Background: an optimization exercise with open tools, aiming at small area. Do not read the settings as production practice. At most, simulation tests tie the RTL to the original design; equivalence was not proved. Power figures rest on the tool's default switching activity, not on a simulated workload.

== north ==
## FlappyBird
module FlappyBird(
    input CLOCK_50,
    input rst_n,
    input [1:0] KEY,
    output VGA_HS,
    output VGA_VS,
    output [7:0] VGA_R, VGA_G, VGA_B,
    output [6:0] HEX2, HEX1, HEX0,
    output VGA_BLANK_N,
    output VGA_SYNC_N,
    output VGA_CLK
    );
    function ge10(input [9:0] x, input [9:0] c);
        integer i;
        reg r;
        begin
            r = 1'b1;
            for (i = 0; i < 10; i = i + 1)
                r = c[i] ? (x[i] & r) : (x[i] | r);
            ge10 = r;
        end
    endfunction
    function ge11(input [10:0] x, input [10:0] c);
        integer i;
        reg r;
        begin
            r = 1'b1;
            for (i = 0; i < 11; i = i + 1)
                r = c[i] ? (x[i] & r) : (x[i] | r);
            ge11 = r;
        end
    endfunction
    function in10(input [9:0] x, input [9:0] lo, input [9:0] hi1);
        in10 = ge10(x, lo) & ~ge10(x, hi1);
    endfunction
    function in11(input [10:0] x, input [10:0] lo, input [10:0] hi1);
        in11 = ge11(x, lo) & ~ge11(x, hi1);
    endfunction
    function [9:0] addk10(input [9:0] a, input [9:0] k);
  ...
Settings: LEC_CHECK=0, CAP_MARGIN=20, CORE_MARGIN=2, CORE_UTILIZATION=70, CTS_BUF_LIST=sky130_fd_sc_hd__clkbuf_4 sky130_fd_sc_hd__clkbuf_8, PLACE_DENSITY=0.8, SLEW_MARGIN=20; clock period 10.0 ns.
standard.sh (not shown) runs the stock make flow with config.mk's settings and CLKGATE_MAP_FILE= SYNTH_SCRIPT=/design/flow/synth_recipe.tcl, a recipe that flattens the netlist after the stock synthesis.
==> flow/flow/run.sh <==
#!/bin/bash
set -euo pipefail
W=$(pwd)
# synthesis script: the standard flow's, sourcing a copy of ORFS's synth.tcl whose abc
# call uses our script
sed -e "s#^  log_cmd abc {\*}\$abc_args#  log_cmd abc {*}[lreplace \$abc_args 1 1 $W/flow/abc_area.script]#" \
    "$FLOW_HOME/scripts/synth.tcl" > "$W/synth_area.tcl"
grep -q "abc_area.script" "$W/synth_area.tcl"
sed -e "s#source \$::env(SCRIPTS_DIR)/synth.tcl#source $W/synth_area.tcl#" \
    "$W/synth_recipe.tcl" > "$W/synth_recipe_area.tcl"
grep -q "synth_area.tcl" "$W/synth_recipe_area.tcl"
# standard.sh with our synthesis script and no adder cell mapping
sed -e "s#SYNTH_SCRIPT=[^ ]*#SYNTH_SCRIPT=$W/synth_recipe_area.tcl ADDER_MAP_FILE=#" \
    "$W/standard.sh" > "$W/standard_area.sh"
grep -q "synth_recipe_area.tcl" "$W/standard_area.sh"
export BUFFER_PORTS_ARGS="-buffer_cell sky130_fd_sc_hd__buf_1"
bash "$W/standard_area.sh" > "$W/flow.log" 2>&1
==> flow/flow/abc_area.script <==
strash
dc2
&get -n
&deepsyn -T 120
&put
strash
dc2
&get -n
&dch -f
&nf -a -R 1000
&put
Changes in south relative to north:
--- a/flow/design.v
+++ b/flow/design.v
@@ -162,48 +162,48 @@
                 else bq <= 10'd908;
             end else begin
                 if (btop) bq <= 10'd334;
                 else bq <= bird_dn;
             end
             xq <= w1 ? 10'd889 : x1_mv;
             if (w1) ny1 <= newny;
             if (w2) ny2 <= newny;
             if (w3) ny3 <= newny;
         end
     reg [1:0] sd2;
     reg [3:0] sd1, sd0;
-    reg si;
+    reg sc, si;
     wire d0n = sd0[3] & sd0[0];
     wire d1n = sd1[3] & sd1[0];
     wire top = sd2[1] & sd1[2] & ~sd1[1] & sd1[0] & sd0[2] & ~sd0[1] & sd0[0];  
     wire k0 = pix_en & si;
     wire k1 = k0 & d0n;
     wire k2 = k1 & d1n;
-    wire zall = pix_en & hz | k0 & top;
+    wire zall = pix_en & sc | k0 & top;
     wire [9:0] sd0_inc = inc10({6'b0, sd0}, k0);
     wire [9:0] sd1_inc = inc10({6'b0, sd1}, k1);
     wire [9:0] sd2_inc = inc10({8'b0, sd2}, k2);
     always @(posedge CLOCK_50, negedge rst_n)
         if (!rst_n) begin
-            sd2 <= 2'd0; sd1 <= 4'd0; sd0 <= 4'd0; si <= 1'b0;
+            sd2 <= 2'd0; sd1 <= 4'd0; sd0 <= 4'd0; sc <= 1'b0; si <= 1'b0;
         end else begin
             sd0 <= (zall | k1) ? 4'd0 : sd0_inc[3:0];
             sd1 <= (zall | k2) ? 4'd0 : sd1_inc[3:0];
             sd2 <= zall ? 2'd0 : sd2_inc[1:0];
             if (!clr_n) begin
-                si <= 1'b0;
+                sc <= 1'b1; si <= 1'b0;
             end else if (active & (w1 | w2 | w3)) begin
-                si <= 1'b1;
+                sc <= 1'b0; si <= 1'b1;
             end else if (pix_en) begin
-                si <= 1'b0;
+                sc <= 1'b0; si <= 1'b0;
             end
         end
     hex_decoder H0(.d(sd0), .seg(HEX0));
     hex_decoder H1(.d(sd1), .seg(HEX1));
     assign HEX2 = {~sd2[1], sd2[0] | sd2[1], sd2[0], sd2[0], sd2[1], 1'b0, sd2[0]};
     wire [9:0] bd = sub10(vq, bq);
     wire bpix = in10(hp, 10'd180, 10'd211) & bird_ok & ~ge10(bd, 10'd31);
     wire [10:0] w = sub11({1'b0, hp}, {1'b0, xq});
     wire [10:0] wu = {~w[10], w[9:0]};
     assign sw = in11(wu, 11'd1024, 11'd1085);    
     wire s2a = in11(wu, 11'd1284, 11'd1345);   
     wire s2b = in11(wu, 11'd489, 11'd550);     
[summary]
From north to south the numbers moved as follows: shortest period the worst path allows now sits higher; sequential portion of the cell area +0.29 points; period utilization climbed 6.9 points; number of buffers added by the clock tree synthesis step now sits at about the same level. south against north; power is down slightly. Comparing the two runs side by side, south comes out behind north on cell area after synthesis. Switching power total: south vs north down about 3.8%. Diff north -> south | critical path depth | down by more than 10%. Hold slack delta for south relative to north: 0.011 ns lower. Aggregate routed wire length, north and south: lower on south.

========
Another version of the RTL of FlappyBird (not shown whole).
Size in the first run: ~810 cells after synthesis, ~54 I/O pins, ~6700 um^2 of cells after synthesis.
Settings: LEC_CHECK=0, CAP_MARGIN=20, CORE_MARGIN=2, CORE_UTILIZATION=60, CTS_BUF_LIST=sky130_fd_sc_hd__clkbuf_8, PLACE_DENSITY=0.75, SLEW_MARGIN=20; clock period 10.0 ns.
Scripts as last shown in full above: flow/flow/run.sh, flow/flow/abc_area.script
Change:
--- a/flow/design.v
+++ b/flow/design.v
@@ -110,70 +110,68 @@
             vq <= vclr ? 10'd864 : vq_inc;
             if (!clr_n) hz <= 1'b1;
             else if (pix_en) hz <= 1'b0;
         end
     assign VGA_HS = ~in10(hp, 10'd17, 10'd112);
     assign VGA_VS = ~(vq[9] & ~vq[7] & ~vq[4] & vq[3] & ~vq[2] & vq[1] & vq[0]);   
     wire display = ge10(hp, 10'd161);
-    reg [20:0] lfsr;
-    always @(posedge CLOCK_50, negedge rst_n)
-        if (!rst_n) lfsr <= {21{1'b1}};
-        else if (tick) lfsr <= {lfsr[18:0], lfsr[20] ^ lfsr[15], lfsr[0] ^ lfsr[8]};
-    wire [6:0] newy = lfsr[10:4];
+    reg [20:0] nl;     
+    always @(posedge CLOCK_50, negedge rst_n)
+        if (!rst_n) nl <= 21'd0;
+        else if (tick) nl <= {nl[18:0], ~(nl[20] ^ nl[15]), ~(nl[0] ^ nl[8])};
+    wire [6:0] newny = nl[10:4];
     reg [9:0] bq;
     reg [9:0] xq;
-    reg [6:0] ty1, ty2, ty3;
+    reg [6:0] ny1, ny2, ny3;
     wire c1 = in10(xq, 10'd120, 10'd212);    
     wire c2 = in10(xq, 10'd656, 10'd748);    
     wire c3 = in10(xq, 10'd416, 10'd508);    
     wire blow = bq[9] & ~bq[5] & ~bq[3] & bq[2] & bq[1];    
     wire bird_ok = ~blow;                                   
     wire sw, t2, t3;
     wire sel1 = pix_en ? sw : c1;
     wire sel2 = pix_en ? t2 : c2;
-    wire [6:0] tys = sel1 ? ty1 : sel2 ? ty2 : ty3;
+    wire [6:0] nys = sel1 ? ny1 : sel2 ? ny2 : ny3;
     wire [9:0] sd_a = pix_en ? vq : bq;
-    wire [9:0] dif = sub10(sd_a, {3'b0, tys});
+    wire [9:0] dif = sub10(sd_a, ~{3'b111, nys});
     wire fin = ~ge10(dif, 10'd39);      
     wire crash_now = (c1 | c2 | c3) & bird_ok & ~fin;
     reg crash_r;
-    always @(posedge CLOCK_50, negedge rst_n)
-        if (!rst_n) crash_r <= 1'b0;
-        else if (!clr_n) crash_r <= 1'b0;
-        else if (!pix_en) crash_r <= crash_now;
+    always @(posedge CLOCK_50)
+        crash_r <= clr_n & crash_now;
     wire crash = crash_r;
     wire game_end = clr_n & crash;
     wire active = tick & clr_n & ~crash;
     wire w1 = ~xq[9] & ~xq[8] & ~xq[7] & ~xq[2] & xq[0];       
     wire w2 = ~xq[7] & xq[6] & xq[4] & xq[3] & xq[1] & ~xq[0];   
     wire w3 = xq[8] & ~xq[6] & ~xq[4] & ~xq[2] & xq[1] & ~xq[0];  
     wire btop = bq[8] & ~bq[7] & bq[6] & (bq[4] | bq[2] & bq[0]);  
     wire [9:0] bird_up = addk10(bq, -10'd6);
     wire [9:0] bird_dn = addk10(bq, 10'd6);
     wire [9:0] x1_mv = addk10(xq, -10'd5);
     always @(posedge CLOCK_50, negedge rst_n)
         if (!rst_n) begin
             bq <= 10'd963; xq <= 10'd389;
-            ty1 <= 7'd90; ty2 <= 7'd30; ty3 <= 7'd50;
+            ny1 <= ~7'd90; ny2 <= ~7'd30; ny3 <= ~7'd50;
         end else if (!clr_n) begin
             bq <= 10'd963; xq <= 10'd389;
-            ty1 <= 7'd90; ty2 <= 7'd30; ty3 <= 7'd50;
+            ny1 <= ~7'd90; ny2 <= ~7'd30; ny3 <= ~7'd50;
         end else if (active) begin
             if (!KEY[0]) begin
                 if (btop) bq <= 10'd334;
                 else if (bird_ok) bq <= bird_up;
                 else bq <= 10'd908;
             end else begin
                 if (btop) bq <= 10'd334;
                 else bq <= bird_dn;
             end
             xq <= w1 ? 10'd889 : x1_mv;
-            if (w1) ty1 <= newy;
-            if (w2) ty2 <= newy;
-            if (w3) ty3 <= newy;
+            if (w1) ny1 <= newny;
+            if (w2) ny2 <= newny;
+            if (w3) ny3 <= newny;
         end
     reg [1:0] sd2;
     reg [3:0] sd1, sd0;
     reg sc, si;
     wire d0n = sd0[3] & sd0[0];
     wire d1n = sd1[3] & sd1[0];
     wire top = sd2[1] & sd1[2] & ~sd1[1] & sd1[0] & sd0[2] & ~sd0[1] & sd0[0];  
What happened: Via count went down by 4.0%; total power went up by about 2.5%; first-iteration DRC count went up by 20%; sequential power barely changes; setup slack loses 640 ps; combinational power went down by about 5%; maximum frequency went down by 8.1%; utilization went down by 0.62 points.
No functional check of the RTL was part of the first run of this note.

## what the ideal ports hide
In the flow no input, the clock included, has a driving cell. The finished layouts below were timed again as built, in two steps.
Step 1, drivers: a clkbuf_16 drives CLOCK_50 and a buf_2 each remaining input, both assumed.
Step 2, shift: input delay + t, output delay - t, t = (earliest + latest rising clock arrival at the registers) / 2. This alone moves slack from input paths to output paths.
a / b / c = ideal ports / drivers / drivers and shift; a / b = the first two.
run | t (ns) | setup slack, ns | cell pins on the clock port's net
north | 0.425 | 2.954 / 2.954 / 2.954 | 1
south | 0.411 | 2.264 / 2.264 / 2.264 | 1
the first run of note 2 | 0.429 | 2.761 / 2.761 / 2.761 | 1
the second run of note 2 | 0.407 | 2.125 / 2.125 / 2.125 | 1
After both steps setup and hold are still met in every run listed.
